From an optimization exercise on the open Yosys and OpenROAD flow, aimed at small area, a short achievable clock period and few clock cycles; shortcuts taken in it are not production practice. Where RTL was checked, it was by simulation tests only, not by an equivalence proof against the original. Power is estimated from default activity; no workload was simulated.

Design gpio_top, start of the top module:
module gpio_top(
	wb_clk_i, wb_rst_i, wb_cyc_i, wb_adr_i, wb_dat_i, wb_sel_i, wb_we_i, wb_stb_i,
	wb_dat_o, wb_ack_o, wb_err_o, wb_inta_o,
	aux_i,
	ext_pad_i, ext_pad_o, ext_padoe_o,
	clk_pad_i
);
For scale: about 1,400 cells after synthesis.
clock: 5.0 ns
lec_check: 0
cap_margin: 20
core_margin: 2
core_utilization: 40
cts_cluster_diameter: 80
cts_cluster_size: 24
place_density: 0.6
setup_slack_margin: 2.0
slew_margin: 20
synth_hierarchical: 1
synth_minimum_keep_size: 0
standard.sh (not shown) runs the stock make flow with config.mk's settings and CLKGATE_MAP_FILE= SYNTH_SCRIPT=/design/flow/synth_recipe.tcl, a recipe that flattens the netlist after the stock synthesis.
==> flow/flow/run.sh <==
#!/bin/bash
# The standard layout (standard.sh, its synthesis unchanged), with:
#  - every port buffered by a small buf cell instead of the default delay
#    buffer;
#  - clock tree synthesis with clkbuf_8 buffers, sink clusters of at most
#    16 flip-flops, and no dummy loads;
#  - more antenna repair iterations after detailed routing;
#  - a check of the finished layout for antenna violations; if any remain,
#    the layout is made again with the placement density lower bound
#    nudged, at most three times in all.
# Each attempt's tool output goes to standard_N.log, each check's to
# check_N.log.
export BUFFER_PORTS_ARGS="-buffer_cell sky130_fd_sc_hd__buf_1"
export MAX_REPAIR_ANTENNAS_ITER_DRT=10
export CTS_ARGS="-sink_clustering_enable -repair_clock_nets -sink_clustering_size 16 -sink_clustering_max_diameter 60 -dont_use_dummy_load -buf_list sky130_fd_sc_hd__clkbuf_8"
RES=orfs/results/sky130hd/gpio_top/base/6_final.odb
cat > check_antennas.tcl <<EOT
read_db $RES
set n [check_antennas]
puts "ANTENNA_VIOLATIONS \$n"
EOT
addons=(0 0.2 0.3)
for n in 1 2 3; do
  if [[ $n -gt 1 ]]; then
    rm -rf orfs out/final.def
    mkdir -p out
    export PLACE_DENSITY_LB_ADDON=${addons[$((n-1))]}
  fi
  bash standard.sh > standard_$n.log 2>&1
  status=$?
  if [[ $status -eq 0 && -f out/final.def && -f $RES ]]; then
    openroad -no_init -exit check_antennas.tcl > check_$n.log 2>&1
    if grep -q '^ANTENNA_VIOLATIONS 0$' check_$n.log; then
      exit 0
    fi
  fi
done
exit 0
Change:
--- a/flow/design.v
+++ b/flow/design.v
@@ -147,28 +147,28 @@
 	if (wb_rst_i)
 		wb_inta_o <= 1'b0;
 	else
 		wb_inta_o <= (|rgpio_ints) & rgpio_ctrl[0];
 assign ext_padoe_o = rgpio_oe;
 always @(posedge wb_clk_i or posedge wb_rst_i)
 	if (wb_rst_i)
 		ext_pad_o <= {gw{1'b0}};
 	else
 		ext_pad_o <= (rgpio_out & ~rgpio_aux) | (aux_i & rgpio_aux);
 genvar i;
 generate
-	for (b = 0; b < 8; b = b + 1) begin : rd
+	for (b = 0; b < 4; b = b + 1) begin : rd
 		wire [9:0] s;
 		gpio_rsel u_sel (.p(p), .q(q), .tn(tn), .s(s));
-		for (i = 4*b; i < 4*b+4; i = i + 1) begin : bt
+		for (i = 8*b; i < 8*b+8; i = i + 1) begin : bt
 			if (i < 2) begin : c
 				gpio_rbit_c u_bit (.s(s), .r({rgpio_nec[i], rgpio_eclk[i], rgpio_ints[i], rgpio_ctrl[i],
 					rgpio_aux[i], rgpio_ptrig[i], rgpio_inte[i], rgpio_oe[i], rgpio_out[i], rgpio_in[i]}),
 					.y(wb_dat_o[i]));
 			end else begin : n
 				gpio_rbit u_bit (.s(s), .r({rgpio_nec[i], rgpio_eclk[i], rgpio_ints[i],
 					rgpio_aux[i], rgpio_ptrig[i], rgpio_inte[i], rgpio_oe[i], rgpio_out[i], rgpio_in[i]}),
 					.y(wb_dat_o[i]));
 			end
 		end
 	end
 endgenerate
@@ -221,36 +221,56 @@
 output [9:0] s;
 gpio_and2 u1 (.a(p[1]), .b(q[0]), .y(s[1]));
 gpio_and2 u2 (.a(p[2]), .b(q[0]), .y(s[2]));
 gpio_and2 u3 (.a(p[3]), .b(q[0]), .y(s[3]));
 gpio_and2 u4 (.a(p[0]), .b(q[1]), .y(s[4]));
 gpio_and2 u5 (.a(p[1]), .b(q[1]), .y(s[5]));
 gpio_and2 u6 (.a(p[2]), .b(q[1]), .y(s[6]));
 gpio_and2 u7 (.a(p[3]), .b(q[1]), .y(s[7]));
 gpio_and2 u8 (.a(p[0]), .b(q[2]), .y(s[8]));
 gpio_and2 u9 (.a(p[1]), .b(q[2]), .y(s[9]));
 gpio_nand3 u0 (.a(tn[0]), .b(tn[1]), .c(tn[2]), .y(s[0]));
 endmodule
-module gpio_aoi222(a1, a2, b1, b2, c1, c2, y);
-input  a1, a2, b1, b2, c1, c2;
-output y;
-assign y = ~((a1 & a2) | (b1 & b2) | (c1 & c2));
+module gpio_and4(a, b, c, d, y);
+input  a, b, c, d;
+output y;
+assign y = a & b & c & d;
+endmodule
+module gpio_nand4(a, b, c, d, y);
+input  a, b, c, d;
+output y;
+assign y = ~(a & b & c & d);
 endmodule
 module gpio_rbit_c(s, r, y);
 input  [9:0] s, r;
 output       y;
-wire x0, x1, x2;
-gpio_aoi222 u0 (.a1(s[1]), .a2(r[1]), .b1(s[2]), .b2(r[2]), .c1(s[3]), .c2(r[3]), .y(x0));
-gpio_aoi222 u1 (.a1(s[4]), .a2(r[4]), .b1(s[5]), .b2(r[5]), .c1(s[7]), .c2(r[7]), .y(x1));
-gpio_aoi222 u2 (.a1(s[8]), .a2(r[8]), .b1(s[9]), .b2(r[9]), .c1(s[0]), .c2(r[0]), .y(x2));
-assign y = ~(x0 & x1 & x2 & ~(s[6] & r[6]));
+wire [9:0] x;
+wire z0, z1;
+genvar k;
+generate
+	for (k = 0; k < 10; k = k + 1) begin : t
+		gpio_nand2 u (.a(s[k]), .b(r[k]), .y(x[k]));
+	end
+endgenerate
+gpio_and4  u0 (.a(x[1]), .b(x[2]), .c(x[3]), .d(x[4]), .y(z0));
+gpio_and4  u1 (.a(x[5]), .b(x[6]), .c(x[7]), .d(x[8]), .y(z1));
+gpio_nand4 u2 (.a(z0), .b(z1), .c(x[9]), .d(x[0]), .y(y));
 endmodule
 module gpio_rbit(s, r, y);
 input  [9:0] s;
 input  [8:0] r;
 output       y;
-wire x0, x1, x2;
-gpio_aoi222 u0 (.a1(s[1]), .a2(r[1]), .b1(s[2]), .b2(r[2]), .c1(s[3]), .c2(r[3]), .y(x0));
-gpio_aoi222 u1 (.a1(s[4]), .a2(r[4]), .b1(s[5]), .b2(r[5]), .c1(s[7]), .c2(r[6]), .y(x1));
-gpio_aoi222 u2 (.a1(s[8]), .a2(r[7]), .b1(s[9]), .b2(r[8]), .c1(s[0]), .c2(r[0]), .y(x2));
-assign y = ~(x0 & x1 & x2);
-endmodule
+wire [8:0] x;
+wire z0, z1;
+gpio_nand2 u_t0 (.a(s[0]), .b(r[0]), .y(x[0]));
+gpio_nand2 u_t1 (.a(s[1]), .b(r[1]), .y(x[1]));
+gpio_nand2 u_t2 (.a(s[2]), .b(r[2]), .y(x[2]));
+gpio_nand2 u_t3 (.a(s[3]), .b(r[3]), .y(x[3]));
+gpio_nand2 u_t4 (.a(s[4]), .b(r[4]), .y(x[4]));
+gpio_nand2 u_t5 (.a(s[5]), .b(r[5]), .y(x[5]));
+gpio_nand2 u_t6 (.a(s[7]), .b(r[6]), .y(x[6]));
+gpio_nand2 u_t7 (.a(s[8]), .b(r[7]), .y(x[7]));
+gpio_nand2 u_t8 (.a(s[9]), .b(r[8]), .y(x[8]));
+gpio_and4  u0 (.a(x[1]), .b(x[2]), .c(x[3]), .d(x[4]), .y(z0));
+gpio_and4  u1 (.a(x[5]), .b(x[6]), .c(x[7]), .d(x[8]), .y(z1));
+gpio_nand3 u2 (.a(z0), .b(z1), .c(x[0]), .y(y));
+endmodule
- utilization came out higher by 0.27 points
- via count grows by 5.3%
- hold slack is worse by 0.013 ns
- cell count went up by 10%
- design area is higher by 3.2%
- clock skew goes down by 0.012 ns
- wire length grows by 2.3%
- global-route usage went up by 0.34 points
- maximum frequency went up by 3.4%
- power went up by 0.53%
No functional check of the RTL was part of any run of this note.

---

Another version of the RTL of gpio_top (not shown whole).
Size: ~1,600 cells after synthesis, about 19,000 um^2 of cells after synthesis.
clock: 5.0 ns
lec_check: 0
cap_margin: 20
core_margin: 2
core_utilization: 40
place_density: 0.6
setup_slack_margin: 1.8
slew_margin: 20
synth_hierarchical: 1
synth_minimum_keep_size: 0
Scripts as last shown in full above: flow/flow/run.sh
Rerun with:
--- a/flow/design.v
+++ b/flow/design.v
@@ -146,18 +146,18 @@
 always @(posedge wb_clk_i or posedge wb_rst_i)
 	if (wb_rst_i)
 		ext_pad_o <= {gw{1'b0}};
 	else
 		ext_pad_o <= (rgpio_out & ~rgpio_aux) | (aux_i & rgpio_aux);
 genvar i;
 generate
-	for (b = 0; b < 2; b = b + 1) begin : rd
+	for (b = 0; b < 4; b = b + 1) begin : rd
 		wire [9:0] s;
 		gpio_rsel u_sel (.a(wb_adr_i[5:2]), .s(s));
-		for (i = 16*b; i < 16*b+16; i = i + 1) begin : bt
+		for (i = 8*b; i < 8*b+8; i = i + 1) begin : bt
 			if (i < 2) begin : c
 				gpio_rbit_c u_bit (.s(s), .r({rgpio_nec[i], rgpio_eclk[i], rgpio_ints[i], rgpio_ctrl[i],
 					rgpio_aux[i], rgpio_ptrig[i], rgpio_inte[i], rgpio_oe[i], rgpio_out[i], rgpio_in[i]}),
 					.y(wb_dat_o[i]));
 			end else begin : n
 				gpio_rbit u_bit (.s(s), .r({rgpio_nec[i], rgpio_eclk[i], rgpio_ints[i],
 					rgpio_aux[i], rgpio_ptrig[i], rgpio_inte[i], rgpio_oe[i], rgpio_out[i], rgpio_in[i]}),
@@ -228,51 +228,31 @@
 gpio_and2 u5 (.a(p[1]), .b(q[1]), .y(s[5]));
 gpio_and2 u6 (.a(p[2]), .b(q[1]), .y(s[6]));
 gpio_and2 u7 (.a(p[3]), .b(q[1]), .y(s[7]));
 gpio_and2 u8 (.a(p[0]), .b(q[2]), .y(s[8]));
 gpio_and2 u9 (.a(p[1]), .b(q[2]), .y(s[9]));
 gpio_nand3 u0 (.a(tn[0]), .b(tn[1]), .c(tn[2]), .y(s[0]));
 endmodule
-module gpio_and4(a, b, c, d, y);
-input  a, b, c, d;
-output y;
-assign y = a & b & c & d;
-endmodule
-module gpio_nand4(a, b, c, d, y);
-input  a, b, c, d;
-output y;
-assign y = ~(a & b & c & d);
+module gpio_aoi222(a1, a2, b1, b2, c1, c2, y);
+input  a1, a2, b1, b2, c1, c2;
+output y;
+assign y = ~((a1 & a2) | (b1 & b2) | (c1 & c2));
 endmodule
 module gpio_rbit_c(s, r, y);
 input  [9:0] s, r;
 output       y;
-wire [9:0] x;
-wire z0, z1;
-genvar k;
-generate
-	for (k = 0; k < 10; k = k + 1) begin : t
-		gpio_nand2 u (.a(s[k]), .b(r[k]), .y(x[k]));
-	end
-endgenerate
-gpio_and4  u0 (.a(x[1]), .b(x[2]), .c(x[3]), .d(x[4]), .y(z0));
-gpio_and4  u1 (.a(x[5]), .b(x[6]), .c(x[7]), .d(x[8]), .y(z1));
-gpio_nand4 u2 (.a(z0), .b(z1), .c(x[9]), .d(x[0]), .y(y));
+wire x0, x1, x2;
+gpio_aoi222 u0 (.a1(s[1]), .a2(r[1]), .b1(s[2]), .b2(r[2]), .c1(s[3]), .c2(r[3]), .y(x0));
+gpio_aoi222 u1 (.a1(s[4]), .a2(r[4]), .b1(s[5]), .b2(r[5]), .c1(s[7]), .c2(r[7]), .y(x1));
+gpio_aoi222 u2 (.a1(s[8]), .a2(r[8]), .b1(s[9]), .b2(r[9]), .c1(s[0]), .c2(r[0]), .y(x2));
+assign y = ~(x0 & x1 & x2 & ~(s[6] & r[6]));
 endmodule
 module gpio_rbit(s, r, y);
 input  [9:0] s;
 input  [8:0] r;
 output       y;
-wire [8:0] x;
-wire z0, z1;
-gpio_nand2 u_t0 (.a(s[0]), .b(r[0]), .y(x[0]));
-gpio_nand2 u_t1 (.a(s[1]), .b(r[1]), .y(x[1]));
-gpio_nand2 u_t2 (.a(s[2]), .b(r[2]), .y(x[2]));
-gpio_nand2 u_t3 (.a(s[3]), .b(r[3]), .y(x[3]));
-gpio_nand2 u_t4 (.a(s[4]), .b(r[4]), .y(x[4]));
-gpio_nand2 u_t5 (.a(s[5]), .b(r[5]), .y(x[5]));
-gpio_nand2 u_t6 (.a(s[7]), .b(r[6]), .y(x[6]));
-gpio_nand2 u_t7 (.a(s[8]), .b(r[7]), .y(x[7]));
-gpio_nand2 u_t8 (.a(s[9]), .b(r[8]), .y(x[8]));
-gpio_and4  u0 (.a(x[1]), .b(x[2]), .c(x[3]), .d(x[4]), .y(z0));
-gpio_and4  u1 (.a(x[5]), .b(x[6]), .c(x[7]), .d(x[8]), .y(z1));
-gpio_nand3 u2 (.a(z0), .b(z1), .c(x[0]), .y(y));
-endmodule
+wire x0, x1, x2;
+gpio_aoi222 u0 (.a1(s[1]), .a2(r[1]), .b1(s[2]), .b2(r[2]), .c1(s[3]), .c2(r[3]), .y(x0));
+gpio_aoi222 u1 (.a1(s[4]), .a2(r[4]), .b1(s[5]), .b2(r[5]), .c1(s[7]), .c2(r[6]), .y(x1));
+gpio_aoi222 u2 (.a1(s[8]), .a2(r[7]), .b1(s[9]), .b2(r[8]), .c1(s[0]), .c2(r[0]), .y(x2));
+assign y = ~(x0 & x1 & x2);
+endmodule
Effect: The new run produced a clean layout. Power decreases slightly. Flip-flop and latch count does not change. Final area shrinks by a few percent. Non-clock buffer count falls by 30. First-iteration DRC count increases by well over a third. Utilization decreases by 1.3 points. Clock skew rose by 9.3 ps.
No run of this note included a check of the RTL's function; only the layout flow was run.

---

gpio_top, a different RTL version from the one above (not shown whole).
Size: about 210 I/O pins.
==> module gpio_and4, before the edit <==
module gpio_and4(a, b, c, d, y);
input  a, b, c, d;
output y;
assign y = a & b & c & d;
endmodule
==> module gpio_nand4, before the edit <==
module gpio_nand4(a, b, c, d, y);
input  a, b, c, d;
output y;
assign y = ~(a & b & c & d);
endmodule
==> module gpio_rbit_c, before the edit <==
module gpio_rbit_c(s, r, y);
input  [9:0] s, r;
output       y;
wire [9:0] x;
wire z0, z1;
genvar k;
generate
	for (k = 0; k < 10; k = k + 1) begin : t
		gpio_nand2 u (.a(s[k]), .b(r[k]), .y(x[k]));
	end
endgenerate
gpio_and4  u0 (.a(x[1]), .b(x[2]), .c(x[3]), .d(x[4]), .y(z0));
gpio_and4  u1 (.a(x[5]), .b(x[6]), .c(x[7]), .d(x[8]), .y(z1));
gpio_nand4 u2 (.a(z0), .b(z1), .c(x[9]), .d(x[0]), .y(y));
endmodule
==> module gpio_rbit, before the edit <==
module gpio_rbit(s, r, y);
input  [9:0] s;
input  [8:0] r;
output       y;
wire [8:0] x;
wire z0, z1;
gpio_nand2 u_t0 (.a(s[0]), .b(r[0]), .y(x[0]));
gpio_nand2 u_t1 (.a(s[1]), .b(r[1]), .y(x[1]));
gpio_nand2 u_t2 (.a(s[2]), .b(r[2]), .y(x[2]));
gpio_nand2 u_t3 (.a(s[3]), .b(r[3]), .y(x[3]));
gpio_nand2 u_t4 (.a(s[4]), .b(r[4]), .y(x[4]));
gpio_nand2 u_t5 (.a(s[5]), .b(r[5]), .y(x[5]));
gpio_nand2 u_t6 (.a(s[7]), .b(r[6]), .y(x[6]));
gpio_nand2 u_t7 (.a(s[8]), .b(r[7]), .y(x[7]));
gpio_nand2 u_t8 (.a(s[9]), .b(r[8]), .y(x[8]));
gpio_and4  u0 (.a(x[1]), .b(x[2]), .c(x[3]), .d(x[4]), .y(z0));
gpio_and4  u1 (.a(x[5]), .b(x[6]), .c(x[7]), .d(x[8]), .y(z1));
gpio_nand3 u2 (.a(z0), .b(z1), .c(x[0]), .y(y));
endmodule
export LEC_CHECK = 0
export CAP_MARGIN = 20
export CORE_MARGIN = 2
export CORE_UTILIZATION = 40
export CTS_CLUSTER_DIAMETER = 80
export CTS_CLUSTER_SIZE = 24
export PLACE_DENSITY = 0.6
export SETUP_SLACK_MARGIN = 2.0
export SLEW_MARGIN = 20
export SYNTH_HIERARCHICAL = 1
export SYNTH_MINIMUM_KEEP_SIZE = 0
create_clock -name core_clock -period 5.0 [get_ports {wb_clk_i}]
Scripts as last shown in full above: flow/flow/run.sh
Testbench counts at the start, summed over its fixed seeds: cycles 24,000.
Edit:
--- a/flow/design.v
+++ b/flow/design.v
@@ -233,28 +233,17 @@
 gpio_nand3 u0 (.a(tn[0]), .b(tn[1]), .c(tn[2]), .y(s[0]));
 endmodule
-module gpio_and4(a, b, c, d, y);
-input  a, b, c, d;
-output y;
-assign y = a & b & c & d;
-endmodule
-module gpio_nand4(a, b, c, d, y);
-input  a, b, c, d;
-output y;
-assign y = ~(a & b & c & d);
+module gpio_aoi222(a1, a2, b1, b2, c1, c2, y);
+input  a1, a2, b1, b2, c1, c2;
+output y;
+assign y = ~((a1 & a2) | (b1 & b2) | (c1 & c2));
 endmodule
 module gpio_rbit_c(s, r, y);
 input  [9:0] s, r;
 output       y;
-wire [9:0] x;
-wire z0, z1;
-genvar k;
-generate
-	for (k = 0; k < 10; k = k + 1) begin : t
-		gpio_nand2 u (.a(s[k]), .b(r[k]), .y(x[k]));
-	end
-endgenerate
-gpio_and4  u0 (.a(x[1]), .b(x[2]), .c(x[3]), .d(x[4]), .y(z0));
-gpio_and4  u1 (.a(x[5]), .b(x[6]), .c(x[7]), .d(x[8]), .y(z1));
-gpio_nand4 u2 (.a(z0), .b(z1), .c(x[9]), .d(x[0]), .y(y));
+wire x0, x1, x2;
+gpio_aoi222 u0 (.a1(s[1]), .a2(r[1]), .b1(s[2]), .b2(r[2]), .c1(s[3]), .c2(r[3]), .y(x0));
+gpio_aoi222 u1 (.a1(s[4]), .a2(r[4]), .b1(s[5]), .b2(r[5]), .c1(s[7]), .c2(r[7]), .y(x1));
+gpio_aoi222 u2 (.a1(s[8]), .a2(r[8]), .b1(s[9]), .b2(r[9]), .c1(s[0]), .c2(r[0]), .y(x2));
+assign y = ~(x0 & x1 & x2 & ~(s[6] & r[6]));
 endmodule
 module gpio_rbit(s, r, y);
@@ -262,17 +251,8 @@
 input  [8:0] r;
 output       y;
-wire [8:0] x;
-wire z0, z1;
-gpio_nand2 u_t0 (.a(s[0]), .b(r[0]), .y(x[0]));
-gpio_nand2 u_t1 (.a(s[1]), .b(r[1]), .y(x[1]));
-gpio_nand2 u_t2 (.a(s[2]), .b(r[2]), .y(x[2]));
-gpio_nand2 u_t3 (.a(s[3]), .b(r[3]), .y(x[3]));
-gpio_nand2 u_t4 (.a(s[4]), .b(r[4]), .y(x[4]));
-gpio_nand2 u_t5 (.a(s[5]), .b(r[5]), .y(x[5]));
-gpio_nand2 u_t6 (.a(s[7]), .b(r[6]), .y(x[6]));
-gpio_nand2 u_t7 (.a(s[8]), .b(r[7]), .y(x[7]));
-gpio_nand2 u_t8 (.a(s[9]), .b(r[8]), .y(x[8]));
-gpio_and4  u0 (.a(x[1]), .b(x[2]), .c(x[3]), .d(x[4]), .y(z0));
-gpio_and4  u1 (.a(x[5]), .b(x[6]), .c(x[7]), .d(x[8]), .y(z1));
-gpio_nand3 u2 (.a(z0), .b(z1), .c(x[0]), .y(y));
-endmodule
+wire x0, x1, x2;
+gpio_aoi222 u0 (.a1(s[1]), .a2(r[1]), .b1(s[2]), .b2(r[2]), .c1(s[3]), .c2(r[3]), .y(x0));
+gpio_aoi222 u1 (.a1(s[4]), .a2(r[4]), .b1(s[5]), .b2(r[5]), .c1(s[7]), .c2(r[6]), .y(x1));
+gpio_aoi222 u2 (.a1(s[8]), .a2(r[7]), .b1(s[9]), .b2(r[8]), .c1(s[0]), .c2(r[0]), .y(x2));
+assign y = ~(x0 & x1 & x2);
+endmodule
After rerunning: Total power falls by 2.5%; count of clock-buffer cells in the layout falls by 4; die area falls by 3.5%; worst setup slack degrades by 180 ps; core utilization falls by 1.5 points; final cell count falls by about 11%.
For the second run of this note, only the layout was checked, not whether the RTL still works.

-- afterwards: timing with drivers on the ports --
The results above use ideal ports. As a check the final layouts listed here were re-extracted and re-timed, cells and wires unchanged.
Step 1 assumes that a clkbuf_16 drives the clock port and a buf_2 every other input.
Step 2 adds t to the input delays and takes it off the output delays; t is the mean of the earliest and latest rising clock arrival at the registers after step 1. Input paths then give back, and output paths get back, about the clock's delay inside the block.
Three values: no drivers, after step 1, after step 2; two values: the first two.
run | t (ns) | setup WS [ns] | hold WS [ns] | worst setup path after step 2 | clock arrival spread, ns
the first run of note 1 | 0.649 | 1.624 / 1.511 / 1.440 | 0.351 / 0.351 / 0.351 | input to register | 0.065 / 0.065
the second run of note 1 | 0.659 | 1.734 / 1.651 / 1.579 | 0.338 / 0.338 / 0.338 | input to register | 0.079 / 0.079
the first run of note 2 | 0.644 | 1.785 / 1.615 / 1.520 | 0.336 / 0.336 / 0.336 | input to register | 0.087 / 0.088
the second run of note 2 | 0.643 | 1.673 / 1.574 / 1.443 | 0.331 / 0.331 / 0.331 | input to register | 0.062 / 0.061
the first run of note 3 | 0.659 | 1.833 / 1.671 / 1.392 | 0.316 / 0.316 / 0.316 | input to register | 0.054 / 0.055
the second run of note 3 | 0.645 | 1.652 / 1.575 / 1.450 | 0.329 / 0.329 / 0.329 | input to register | 0.064 / 0.064
After both steps every run listed still meets setup and hold. The setup slack of the first run of note 3, which loses most, moves by -0.162 ns with the drivers and by -0.441 ns with both steps.
